From an optimization exercise on the open Yosys and OpenROAD flow, aimed at small area, a short achievable clock period and few clock cycles per item; shortcuts taken in it are not production practice. In this exercise RTL edits were held to simulation tests only and were not proved equivalent to the original. Power figures rest on the tool's default switching activity, not on a simulated workload.

==> module DES_ECB, before the edit <==
module DES_ECB (Clk, Reset, Start, X, KEY, OUT, RDY);
   input         Clk;
   input         Reset;
   input         Start;
   input  [63:0] X, KEY;
   output [63:0] OUT;
   output        RDY;
   reg [31:0] L, R;       
   reg [55:0] CD;         
   reg [3:0]  cnt;        
   reg        idle;
   wire       busy = ~idle;
   assign RDY = idle;
   wire [63:0] RL = {R, L};
   assign OUT = {RL[24], RL[56], RL[16], RL[48], RL[8], RL[40], RL[0], RL[32], RL[25], RL[57], RL[17], RL[49], RL[9], RL[41], RL[1], RL[33], RL[26], RL[58], RL[18], RL[50], RL[10], RL[42], RL[2], RL[34], RL[27], RL[59], RL[19], RL[51], RL[11], RL[43], RL[3], RL[35], RL[28], RL[60], RL[20], RL[52], RL[12], RL[44], RL[4], RL[36], RL[29], RL[61], RL[21], RL[53], RL[13], RL[45], RL[5], RL[37], RL[30], RL[62], RL[22], RL[54], RL[14], RL[46], RL[6], RL[38], RL[31], RL[63], RL[23], RL[55], RL[15], RL[47], RL[7], RL[39]};
   wire [63:0] ipx = {X[6], X[14], X[22], X[30], X[38], X[46], X[54], X[62], X[4], X[12], X[20], X[28], X[36], X[44], X[52], X[60], X[2], X[10], X[18], X[26], X[34], X[42], X[50], X[58], X[0], X[8], X[16], X[24], X[32], X[40], X[48], X[56], X[7], X[15], X[23], X[31], X[39], X[47], X[55], X[63], X[5], X[13], X[21], X[29], X[37], X[45], X[53], X[61], X[3], X[11], X[19], X[27], X[35], X[43], X[51], X[59], X[1], X[9], X[17], X[25], X[33], X[41], X[49], X[57]};
   wire [55:0] pc1 = {KEY[7], KEY[15], KEY[23], KEY[31], KEY[39], KEY[47], KEY[55], KEY[63], KEY[6], KEY[14], KEY[22], KEY[30], KEY[38], KEY[46], KEY[54], KEY[62], KEY[5], KEY[13], KEY[21], KEY[29], KEY[37], KEY[45], KEY[53], KEY[61], KEY[4], KEY[12], KEY[20], KEY[28], KEY[1], KEY[9], KEY[17], KEY[25], KEY[33], KEY[41], KEY[49], KEY[57], KEY[2], KEY[10], KEY[18], KEY[26], KEY[34], KEY[42], KEY[50], KEY[58], KEY[3], KEY[11], KEY[19], KEY[27], KEY[35], KEY[43], KEY[51], KEY[59], KEY[36], KEY[44], KEY[52], KEY[60]};
   wire [55:0] cd0 = {pc1[54], pc1[53], pc1[52], pc1[51], pc1[50], pc1[49], pc1[48], pc1[47], pc1[46], pc1[45], pc1[44], pc1[43], pc1[42], pc1[41], pc1[40], pc1[39], pc1[38], pc1[37], pc1[36], pc1[35], pc1[34], pc1[33], pc1[32], pc1[31], pc1[30], pc1[29], pc1[28], pc1[55], pc1[26], pc1[25], pc1[24], pc1[23], pc1[22], pc1[21], pc1[20], pc1[19], pc1[18], pc1[17], pc1[16], pc1[15], pc1[14], pc1[13], pc1[12], pc1[11], pc1[10], pc1[9], pc1[8], pc1[7], pc1[6], pc1[5], pc1[4], pc1[3], pc1[2], pc1[1], pc1[0], pc1[27]};   
   wire [47:0] rk = {CD[42], CD[39], CD[45], CD[32], CD[55], CD[51], CD[53], CD[28], CD[41], CD[50], CD[35], CD[46], CD[33], CD[37], CD[44], CD[52], CD[30], CD[48], CD[40], CD[49], CD[29], CD[36], CD[43], CD[54], CD[15], CD[4], CD[25], CD[19], CD[9], CD[1], CD[26], CD[16], CD[5], CD[11], CD[23], CD[8], CD[12], CD[7], CD[17], CD[0], CD[22], CD[3], CD[10], CD[14], CD[6], CD[20], CD[27], CD[24]};   
   wire [47:0] t = {R[0], R[31], R[30], R[29], R[28], R[27], R[28], R[27], R[26], R[25], R[24], R[23], R[24], R[23], R[22], R[21], R[20], R[19], R[20], R[19], R[18], R[17], R[16], R[15], R[16], R[15], R[14], R[13], R[12], R[11], R[12], R[11], R[10], R[9], R[8], R[7], R[8], R[7], R[6], R[5], R[4], R[3], R[4], R[3], R[2], R[1], R[0], R[31]} ^ rk;
   wire [31:0] s;
   des_sb1 u_sb1 (.a(t[47:42]), .y(s[31:28]));
   des_sb2 u_sb2 (.a(t[41:36]), .y(s[27:24]));
   des_sb3 u_sb3 (.a(t[35:30]), .y(s[23:20]));
   des_sb4 u_sb4 (.a(t[29:24]), .y(s[19:16]));
   des_sb5 u_sb5 (.a(t[23:18]), .y(s[15:12]));
   des_sb6 u_sb6 (.a(t[17:12]), .y(s[11:8]));
   des_sb7 u_sb7 (.a(t[11:6]), .y(s[7:4]));
   des_sb8 u_sb8 (.a(t[5:0]), .y(s[3:0]));
   wire [31:0] f = {s[16], s[25], s[12], s[11], s[3], s[20], s[4], s[15], s[31], s[17], s[9], s[6], s[27], s[14], s[1], s[22], s[30], s[24], s[8], s[18], s[0], s[5], s[29], s[23], s[13], s[19], s[2], s[26], s[10], s[21], s[28], s[7]};   
   wire rot1 = (cnt == 4'd0) | (cnt == 4'd7) | (cnt == 4'd14);
   wire [55:0] cd_r1 = {CD[54], CD[53], CD[52], CD[51], CD[50], CD[49], CD[48], CD[47], CD[46], CD[45], CD[44], CD[43], CD[42], CD[41], CD[40], CD[39], CD[38], CD[37], CD[36], CD[35], CD[34], CD[33], CD[32], CD[31], CD[30], CD[29], CD[28], CD[55], CD[26], CD[25], CD[24], CD[23], CD[22], CD[21], CD[20], CD[19], CD[18], CD[17], CD[16], CD[15], CD[14], CD[13], CD[12], CD[11], CD[10], CD[9], CD[8], CD[7], CD[6], CD[5], CD[4], CD[3], CD[2], CD[1], CD[0], CD[27]};
   wire [55:0] cd_r2 = {CD[53], CD[52], CD[51], CD[50], CD[49], CD[48], CD[47], CD[46], CD[45], CD[44], CD[43], CD[42], CD[41], CD[40], CD[39], CD[38], CD[37], CD[36], CD[35], CD[34], CD[33], CD[32], CD[31], CD[30], CD[29], CD[28], CD[55], CD[54], CD[25], CD[24], CD[23], CD[22], CD[21], CD[20], CD[19], CD[18], CD[17], CD[16], CD[15], CD[14], CD[13], CD[12], CD[11], CD[10], CD[9], CD[8], CD[7], CD[6], CD[5], CD[4], CD[3], CD[2], CD[1], CD[0], CD[27], CD[26]};
   wire [31:0] r_sel = busy ? L : R;
   wire [31:0] f_g = f & {32{busy}};
   always @(posedge Clk) begin
      if (Reset)
         idle <= 1'b1;
      else if (Start)
         idle <= 1'b0;
      else if (cnt == 4'd15)
         idle <= 1'b1;
      if (busy)
         cnt <= cnt + 4'd1;
      else
         cnt <= 4'd0;
      if (busy)
         CD <= rot1 ? cd_r1 : cd_r2;
      else
         CD <= cd0;
      if (Start)
         L <= ipx[63:32];
      else if (busy)
         L <= R;
      R <= Start ? ipx[31:0] : (r_sel ^ f_g);
   end
endmodule
clock: 6.0 ns
lec_check: 0
cap_margin: 20
core_margin: 2
core_utilization: 55
cts_buf_list: sky130_fd_sc_hd__clkbuf_4 sky130_fd_sc_hd__clkbuf_8
setup_slack_margin: 3.65
slew_margin: 20
standard.sh (not shown) runs the stock make flow with config.mk's settings and CLKGATE_MAP_FILE= SYNTH_SCRIPT=/design/flow/synth_recipe.tcl, a recipe that flattens the netlist after the stock synthesis.
==> flow/flow/run.sh <==
#!/bin/bash
# Own layout flow: the standard synthesis, then the combinational logic is
# re-mapped with an area-oriented ABC script (flip-flops and their names are kept),
# then the standard layout from floorplan to finish on the re-mapped netlist.
set -uo pipefail
W=$(pwd)
F=$W/flow
LIB=$FLOW_HOME/platforms/$FLOW_PLATFORM/lib/sky130_fd_sc_hd__tt_025C_1v80.lib
R=$W/orfs/results/$FLOW_PLATFORM/DES_ECB/base

bash standard.sh synth > $W/std_synth.log 2>&1 || { echo "standard synth failed"; exit 1; }
cp $R/1_2_yosys.v $W/netlist_std.v

# functional models of the library's combinational cells, for techmap
yosys -p "read_liberty -ignore_miss_func $LIB; delete sky130_fd_sc_hd__*df* sky130_fd_sc_hd__*dl* sky130_fd_sc_hd__lpflow_inputisolatch_1 sky130_fd_sc_hd__*probe*; write_verilog -noattr $W/combcells.v" > $W/combcells.log 2>&1 || { echo "cell models failed"; exit 1; }

REMAP_CELLS=$W/combcells.v REMAP_LIB=$LIB REMAP_IN=$W/netlist_std.v REMAP_TOP=$FLOW_TOP \
REMAP_DONT_USE="$(cat $F/dont_use.txt)" REMAP_ABC=$F/remap.abc REMAP_OUT=$W/netlist_remap.v \
REMAP_STAT=$W/remap_stat.txt yosys -c $F/remap.tcl > $W/remap.log 2>&1 || { echo "remap failed"; exit 1; }

cp $W/netlist_remap.v $R/1_2_yosys.v
rm -f $R/1_synth.odb
export BUFFER_PORTS_ARGS="-buffer_cell sky130_fd_sc_hd__buf_1"
bash standard.sh > $W/std_layout.log 2>&1 || { echo "layout failed"; tail -20 $W/std_layout.log; exit 1; }
Other scripts of this flow, unchanged in this note and not shown: flow/flow/dont_use.txt, flow/flow/remap.abc, flow/flow/remap.tcl
Testbench counts at the start, summed over its fixed seeds: cycles 8,704, items 512.
Rerun with:
--- a/flow/design.v
+++ b/flow/design.v
@@ -8,9 +8,8 @@
    reg [31:0] L, R;       
    reg [55:0] CD;         
    reg [3:0]  cnt;        
-   reg        idle;
-   wire       busy = ~idle;
-   assign RDY = idle;
+   reg        busy;
+   assign RDY = ~busy;
    wire [63:0] RL = {R, L};
    assign OUT = {RL[24], RL[56], RL[16], RL[48], RL[8], RL[40], RL[0], RL[32], RL[25], RL[57], RL[17], RL[49], RL[9], RL[41], RL[1], RL[33], RL[26], RL[58], RL[18], RL[50], RL[10], RL[42], RL[2], RL[34], RL[27], RL[59], RL[19], RL[51], RL[11], RL[43], RL[3], RL[35], RL[28], RL[60], RL[20], RL[52], RL[12], RL[44], RL[4], RL[36], RL[29], RL[61], RL[21], RL[53], RL[13], RL[45], RL[5], RL[37], RL[30], RL[62], RL[22], RL[54], RL[14], RL[46], RL[6], RL[38], RL[31], RL[63], RL[23], RL[55], RL[15], RL[47], RL[7], RL[39]};
    wire [63:0] ipx = {X[6], X[14], X[22], X[30], X[38], X[46], X[54], X[62], X[4], X[12], X[20], X[28], X[36], X[44], X[52], X[60], X[2], X[10], X[18], X[26], X[34], X[42], X[50], X[58], X[0], X[8], X[16], X[24], X[32], X[40], X[48], X[56], X[7], X[15], X[23], X[31], X[39], X[47], X[55], X[63], X[5], X[13], X[21], X[29], X[37], X[45], X[53], X[61], X[3], X[11], X[19], X[27], X[35], X[43], X[51], X[59], X[1], X[9], X[17], X[25], X[33], X[41], X[49], X[57]};
@@ -35,19 +34,19 @@
    wire [31:0] f_g = f & {32{busy}};
    always @(posedge Clk) begin
       if (Reset)
-         idle <= 1'b1;
+         busy <= 1'b0;
       else if (Start)
-         idle <= 1'b0;
+         busy <= 1'b1;
       else if (cnt == 4'd15)
-         idle <= 1'b1;
-      if (busy)
-         cnt <= cnt + 4'd1;
-      else
+         busy <= 1'b0;
+      if (Start)
          cnt <= 4'd0;
-      if (busy)
-         CD <= rot1 ? cd_r1 : cd_r2;
       else
+         cnt <= cnt + 4'd1;
+      if (Start)
          CD <= cd0;
+      else
+         CD <= rot1 ? cd_r1 : cd_r2;
       if (Start)
          L <= ipx[63:32];
       else if (busy)
=>
- power goes down by 5.5%
- core utilization goes down by 2.5 points
- routed wire length goes down by 3.8%
- clock power goes up by 8.2%
- synthesized area goes up by 3.4%
- non-clock buffer count goes down by 9
- design area hardly moves
Testbench counts after the change, summed over its fixed seeds: cycles 8,704, items 512.

separate check: timing with driven ports:
The results above use ideal ports. As a check the final layouts listed here were re-extracted and re-timed, cells and wires unchanged.
Step 1, drivers: a clkbuf_16 drives Clk and a buf_2 each remaining input, both assumed.
Step 2 also shifts input and output timing later by t, the mid clock arrival at the registers, as if the neighbouring blocks saw the same clock.
Three values: ideal, step 1, step 2; two values: the first two.
run | shift t [ns] | setup slack, ns | worst slew at a driven data input, ns
the first run | 0.494 | 3.658 / 3.619 / 3.308 | 0.05
the second run | 0.501 | 3.600 / 3.558 / 3.314 | 0.04
After both steps setup and hold are still met in every run listed. The setup slack of the first run, which loses most, moves by -0.039 ns with the drivers and by -0.350 ns with both steps.
